This is an optimization exercise on Yosys and OpenROAD, whose aim is small area, not a production implementation. Only simulation tests tie the RTL to the original design; equivalence was not proved. Power is estimated from default activity; no workload was simulated.

**flow/design.v**
```verilog
`timescale 1ns / 1ps
module debouncer(btn, clk, rst, btn_state, btn_rise);
    input btn;
    input clk;
    input rst;
    output btn_state;
    output btn_rise;
    localparam [16:0] LAST = 17'h0aa01;
    reg state;
    reg [16:0] lfsr;
    wire clear = rst | ~btn;
    always @(posedge clk) begin
        if (clear | state)
            lfsr <= 17'b0;
        else
            lfsr <= {~lfsr[15:0], lfsr[16] ^ lfsr[13]};
        state <= ~clear & (state | (lfsr == LAST));
    end
    assign btn_state = state;
    assign btn_rise = state & lfsr[0];
endmodule
`timescale 1ns / 1ps
module clocks(clk, rst, clk_blink, tick_2hz, tick_1hz, tick_fast);
input wire clk;
input wire rst;
output wire clk_blink;
output wire tick_2hz;
output wire tick_1hz;
output wire tick_fast;
reg [3:0] a;    
reg [6:0] m;    
reg [2:0] k;    
wire a_last = a[3] & a[0];                 
wire m_last = (m[6:2] == 5'b11111);        
wire m_en = a_last;
wire k_en = a_last & m_last;
always @(posedge clk) begin
    if (rst) begin
        a <= 4'd0;
        m <= 7'd0;
        k <= 3'd0;
    end else begin
        a <= a_last ? 4'd0 : a + 4'd1;
        if (m_en) m <= m_last ? 7'd0 : m + 7'd1;
        if (k_en) k <= k + 3'd1;
    end
end
assign clk_blink = k[0];
assign tick_fast = (a == 4'd4);
assign tick_2hz = k_en & k[0] & ~k[1];
assign tick_1hz = k_en & k[0] & k[1] & ~k[2];
endmodule
`timescale 1ns / 1ps
module counter(sys_rst, rst, ps_rise, adj, select, clk, tick, tick_adj, sec1, sec0, min1, min0);
input wire sys_rst;
input wire rst;
input wire ps_rise;
input wire adj;
input wire select;
input wire clk;
input wire tick;
input wire tick_adj;
output reg [3:0] sec1;   
output reg [2:0] sec0;   
output reg [3:0] min1;   
output reg [2:0] min0;   
reg pause;
always @(posedge clk) begin
    if (sys_rst) pause <= 1'b0;
    else if (ps_rise) pause <= ~pause;
end
wire run = (adj ? tick_adj : tick) & ~pause;
wire s1_9 = sec1[3] & sec1[0];
wire s0_5 = sec0[2] & sec0[0];
wire m1_9 = min1[3] & min1[0];
wire m0_5 = min0[2] & min0[0];
wire inc_s = run & (~adj | select);
wire inc_m = run & (adj ? ~select : (s1_9 & s0_5));
always @(posedge clk) begin
    if (rst) begin
        sec1 <= 4'd0;
        sec0 <= 3'd0;
        min1 <= 4'd0;
        min0 <= 3'd0;
    end else begin
        if (inc_s) begin
            sec1 <= s1_9 ? 4'd0 : sec1 + 4'd1;
            if (s1_9) sec0 <= s0_5 ? 3'd0 : sec0 + 3'd1;
        end
        if (inc_m) begin
            min1 <= m1_9 ? 4'd0 : min1 + 4'd1;
            if (m1_9) min0 <= m0_5 ? 3'd0 : min0 + 3'd1;
        end
    end
end
endmodule
`timescale 1ns / 1ps
module digit_to_segment(digit, segment);
input wire [3:0] digit;
output reg [6:0] segment;
always @(*) begin
    case (digit)
        4'd0: segment = 7'b0000001;
        4'd1: segment = 7'b1001111;
        4'd2: segment = 7'b0010010;
        4'd3: segment = 7'b0000110;
        4'd4: segment = 7'b1001100;
        4'd5: segment = 7'b0100100;
        4'd6: segment = 7'b0100000;
        4'd7: segment = 7'b0001111;
        4'd8: segment = 7'b0000000;
        4'd9: segment = 7'b0000100;
        default: segment = 7'b1111111;
    endcase
end
endmodule
`timescale 1ns / 1ps
module stopwatch(clk, rst, btnR, btnC, sw, seg, an);
    input wire clk;
    input wire rst;
    input wire btnR;
    input wire btnC;
    input wire [1:0] sw;
    output wire [6:0] seg;
    output reg [3:0] an;
    localparam [3:0] BLANK = 4'b1010;
    localparam [3:0] OFF = 4'b1100;
    wire btnR_st, btnC_st, btnC_rise;
    wire clk_blink, tick_2hz, tick_1hz, tick_fast;
    wire [3:0] sec1, min1;
    wire [2:0] sec0, min0;
    debouncer reset(.btn(btnR), .clk(clk), .rst(rst), .btn_state(btnR_st), .btn_rise());
    debouncer pause(.btn(btnC), .clk(clk), .rst(rst), .btn_state(btnC_st), .btn_rise(btnC_rise));
    wire clr = rst | btnR_st;
    clocks clk_wires(.clk(clk), .rst(clr), .clk_blink(clk_blink),
                     .tick_2hz(tick_2hz), .tick_1hz(tick_1hz), .tick_fast(tick_fast));
    counter decide_digits(.sys_rst(rst), .rst(clr), .ps_rise(btnC_rise), .adj(sw[1]), .select(sw[0]),
                          .clk(clk), .tick(tick_1hz), .tick_adj(tick_2hz),
                          .sec1(sec1), .sec0(sec0), .min1(min1), .min0(min0));
    reg [1:0] dig_counter;
    reg mode;          
    reg [3:0] code;
    wire [1:0] pos = dig_counter ^ {2{sw[1]}};
    reg [3:0] digit;
    always @(*) begin
        case (pos)
            2'd0: digit = sec1;
            2'd1: digit = {1'b0, sec0};
            2'd2: digit = min1;
            default: digit = {1'b0, min0};
        endcase
    end
    wire blank = sw[1] & ~clk_blink & (pos[1] ^ sw[0]);
    always @(posedge clk) begin
        if (rst) begin
            dig_counter <= 2'b00;
            code <= OFF;
        end else if (tick_fast) begin
            dig_counter <= dig_counter + 2'b01;
            mode <= sw[1];
            code <= blank ? BLANK : digit;
        end
    end
    digit_to_segment display(.digit(code), .segment(seg));
    wire [1:0] shown = (dig_counter - 2'b01) ^ {2{mode}};
    wire off = code[3] & code[2];
    always @(*) begin
        an = 4'b1111;
        if (!off) an[shown] = 1'b0;
    end
endmodule
```
**flow/run.sh**
```bash
#!/bin/bash
# synth_recipe.tcl (not shown) runs the flow's synth.tcl, then flattens the netlist and writes it again
# the make line also repeats each setting of config.mk as NAME=value (left out here)
make -C /OpenROAD-flow-scripts/flow DESIGN_CONFIG=/design/flow/config.mk WORK_HOME=/design/flow/orfs CLKGATE_MAP_FILE= SYNTH_SCRIPT=/design/flow/synth_recipe.tcl finish
```
**flow/config.mk**
```make
export PLATFORM = sky130hd
export DESIGN_NAME = stopwatch
export DESIGN_NICKNAME = stopwatch
export VERILOG_FILES = /design/flow/design.v
export SDC_FILE = /design/flow/constraint.sdc
export NUM_CORES = 4
export LEC_CHECK = 0
export ABC_AREA = 1
export CAP_MARGIN = 20
export CORE_MARGIN = 2
export CORE_UTILIZATION = 60
export SLEW_MARGIN = 20
```
**flow/constraint.sdc**
```tcl
create_clock -name core_clock -period 10.0 [get_ports {clk}]
set_input_delay 2.0000 -clock core_clock [delete_from_list [all_inputs] [get_ports {clk}]]
set_output_delay 2.0000 -clock core_clock [all_outputs]
set_load 0.01 [all_outputs]
```
==> key figures <==
Timing
  • Max_slew headroom: 51.1%
  • Final setup viols: 0
  • Fin crit share: between 30% and 40%
  • Fin. max-slew vios: 0
  • Clock period minus worst slack: a little under 4 ns
  • Fmax: between 0.2 and 0.3 GHz
  • Slew @ Worst Pin: 0.732 ns
  • Final Skew: 0.00770 ns
  • RSZ-0062 raised after global routing: false
  • Setup TNS: 0 ns
  • Hold WS: roughly 0.4 ns
  • Hold Fails Final Rpt: 0

CTS
  • Htree depth: 3
  • Post-CTS setup buffer count: 0
  • Reg clk slew, reported paths: roughly 0.080 ns
  • CTS tree: done
  • Clock Latency Late Sink: between 0.3 and 0.4 ns
  • Number of buffers created by CTS: 9
  • CTS Root Cell: clkbuf_8
  • Post-CTS Hold Buffers: 0
  • Clk sink count: 79
  • Post-CTS sizing: 0
  • CTS max path bufs: 2

Worst setup path
  • Reg-to-reg startpoint: clk_wires.a[0]
  • Crit path launch type: primary input
  • R2r setup slk: slightly below 8 ns
  • CP max FO: 8
  • Arrival @ worst endpoint: just over 4 ns
  • Crit path kind: in2reg
  • Worst endpoint required time: between 10 and 15 ns
  • Worst R2R Path Depth: 14
  • CP Capture Type: flop
  • Reg-to-reg endpoint: seg[3]

Global routing
  • First-pass GRT wire length: approximately 11000 µm
  • Vias in the first global route: ~2600
  • Pin count of the biggest net entering global routing: 19
  • Initial antenna violation count: 0
  • Congestion Overflow GR: 0
  • Overall routing resource usage: a little under a quarter

Die
  • Total number of placement rows: 26
  • Die area: slightly above 6000 µm²
  • # IOs: 17
  • Core area: 5170 µm²
  • Chip height: 77.7 µm
  • Starting Density: between 60% and 70%
  • Die width: roughly 78 µm

Logic synthesis
  • Async set or reset register ratio after synthesis: 0%
  • Main combinational cell family by area after synthesis: simple AND/OR/NAND/NOR gates
  • Post-synthesis mux area share: 0%
  • Unique cell type count in the Yosys netlist: 35
  • Synth Area in XOR/XNOR: ~2.1%
  • Post-synthesis adder-cell area fraction: ~5.0%
  • Seq/Total Area, Yosys: 48.8%
  • Synth Area in Compound Gates: between 7 and 8%
  • Simple logic cell fraction of the synthesized area: about 30%
  • Ys flop type: dfxtp_1
  • Synth Instances: roughly 400
  • Synth Cell Area: roughly 3300 µm²
  • Yosys warnings: 5
  • Avg Cell Area, Syn: 7.91 µm²
  • Mapped Nets: 431
  • Post-synth EDFFs: 1
  • #FFs+latches synth: 79

Min path
  • Hold endpoint: pause.lfsr[12]
  • Hold Startpoint: pause.lfsr[11]
  • Hold Path Depth: 1
  • Min-Delay Path Class: reg2reg

Routing
  • Via count: around 2600
  • Routed length per instance: 11.9 µm
  • Routed Wire Length: between 6000 and 7000 µm
  • Vias/cell: between 5 and 6
  • Routed Antenna Nets: 0
  • Pre-antenna DRT Iters: 4
  • Drt drc: 0
  • DRT iter0 DRCs: 96

Job
  • Max-Cap Viols: 0

Power and ir drop
  • Worst vdd ir: between 0.0001 and 0.00015 V
  • Lkg Pwr: approximately 1.6 nW
  • PwrDens: between 150 and 200 nW/µm²

Final layout
  • Post-layout util: between 70% and 80%
  • Ant. Diodes: 0
  • Area occupied by registers: about 1600 µm²
  • Layout cell share with drive strength beyond 1: 7.74%
  • Fin nets: around 450
  • Fill cell count: approximately 430
  • Cell area after layout: between 3000 and 4000 µm²
  • Area Overhead vs Synth: 12.6%
  • Multi-input gate area: 1430 µm²

Place
  • DP Area: 3480 µm²
  • RePlAce Congestion: just over 0.9
  • Port Buffer Count: 16
  • Detailed-placement wirelength estimate: roughly 4400 µm

Run status
  • Status: no timing/DRC/antenna violations
==> through the flow <==
stage	instances	setup slack, ns	total power [W]
floorplan	412	6.63	0.000366
global placement	493	5.87	0.000380
detailed placement	493	5.79	0.000382
CTS	509	6.16	0.000605
global route	509	5.83	0.000623
finish	509	6.13	0.000598
==> cell usage in the layout (no fill, tap or decap), types with 2 or more instances in the layout <==
cell type,instances
dfxtp_1,78
nand2_1,69
nor2_1,65
inv_1,54
nand3_1,35
a21oi_1,17
clkdlybuf4s50_1,16
nand4_1,13
ha_1,13
o21ai_0,12
clkbuf_8,10
nor3_1,7
nand2_2,4
xor2_1,4
xnor2_1,4
nor2_2,3
o21ai_1,3
nor4_1,3
nor3_2,3
inv_2,2
nand3_2,2
and2_1,2
o21bai_1,2
inv_6,2
clkinv_4,2
==> power by group <==
| group | switching, W | internal [W] |
|---|---|---|
| Combinational | 0.0000238 | 0.0000163 |
| Sequential | 0.00000666 | 0.000327 |
| Clock | 0.000124 | 0.000101 |
==> synthesized netlist by cell type (2+ instances only) <==
master | number | area (µm²)
o21ai_0 | 12 | 60.1
nand3_1 | 35 | 175
nand2_2 | 4 | 25.0
nand3_2 | 2 | 20.0
nor3_1 | 7 | 35.0
inv_2 | 2 | 7.51
o21bai_1 | 2 | 15.0
o21ai_1 | 3 | 15.0
nor4_1 | 3 | 18.8
a21oi_1 | 17 | 85.1
clkbuf_1 | 4 | 15.0
nand2_1 | 69 | 259
xnor2_1 | 4 | 35.0
dfxtp_1 | 78 | 1560
and2_1 | 2 | 12.5
nor3_2 | 3 | 30.0
ha_1 | 13 | 163
nand4_1 | 13 | 81.3
inv_1 | 54 | 203
xor2_1 | 4 | 35.0
nor2_1 | 65 | 244
nor2_2 | 3 | 18.8
==> final cells by class <==
type	instances	share of cell area, %
Timing Repair Buffer	16	4.36
Clock inverter	6	1.40
Multi-Input combinational cell	272	39.0
Sequential cell	79	43.4
Tap cell	70	2.39
Inverter	56	5.73
Clock buffer	10	3.75
==> registers in the layout, indices dropped and copies added, names as in the netlist, 2 cells and up <==
| register | cells |
|---|---|
| clk_wires.a | 4 |
| clk_wires.k | 3 |
| clk_wires.m | 7 |
| code | 4 |
| decide_digits.min0 | 3 |
| decide_digits.min1 | 4 |
| decide_digits.sec0 | 3 |
| decide_digits.sec1 | 4 |
| dig_counter | 2 |
| pause.lfsr | 17 |
| reset.lfsr | 17 |
| seg | 7 |
==> worst max-delay path by stage <==
stage,start,to,slack (ns),depth (start not counted)
after floorplan,rst,seg[3],6.63,9
after global routing,sw[1],seg[3],5.83,15
after CTS,sw[1],seg[3],6.16,15
final,sw[1],seg[3],6.13,15
after global placement,sw[1],seg[3],5.87,15
after detailed placement,sw[1],seg[3],5.79,15
==> logic make-up (layout without fill, tap and decap cells) <==
| logic type | after synthesis | in the layout |
|---|---|---|
| xor+xnor | 8 | 8 |
| simple gates | 210 | 210 |
| flops | 79 | 79 |
| compound gates | 41 | 41 |
| fa+ha+maj | 13 | 13 |
| buf+inv | 61 | 88 |
==> layer usage <==
layer / GRT usage, % / share of wire, % / up-vias
met2: 39.3 / 48 / 47
met1: 25.9 / 46 / 1211
li1: - / - / 1374
met4: 8.93 / 1.5 / 0
met5: 0 / 0 / -
met3: 7.67 / 4.4 / 12
==> worst max-delay path, stage by stage <==
cell and delay (ns):
clkdlybuf4s50_1 0.57, inv_2 0.18, nand2_1 0.06, nand2_1 0.16, nand2_1 0.09, nor2_1 0.09, nor2_1 0.05, a21boi_1 0.24
nor2_1 0.11, inv_1 0.11, ha_1 0.23, inv_1 0.05, nand2_1 0.06, nand3_1 0.07, nand2_1 0.05

what the ideal ports hide:
How much do the figures lean on ideal ports? The routed layout below was timed once more, with nothing changed but the port constraints. Step 1: set_driving_cell puts a clkbuf_16 on clk and a buf_2 on each other input, an assumption about the parent block. Step 2 also shifts input and output timing later by t, the mid clock arrival at the registers, as if the neighbouring blocks saw the same clock. Slacks: ideal ports / drivers / drivers and shift; pairs: ideal ports / drivers.
t (ns): 0.390
slack for setup (ns): 6.126 / 6.127 / 5.737
hold slack, ns: 0.412 / 0.412 / 0.412
worst setup path at the end: input to register
cell pins on the clock port's net: 1
After both steps setup and hold are still met in this run. For this run, drivers alone change the setup slack by +0.001 ns; drivers and shift together by -0.389 ns.
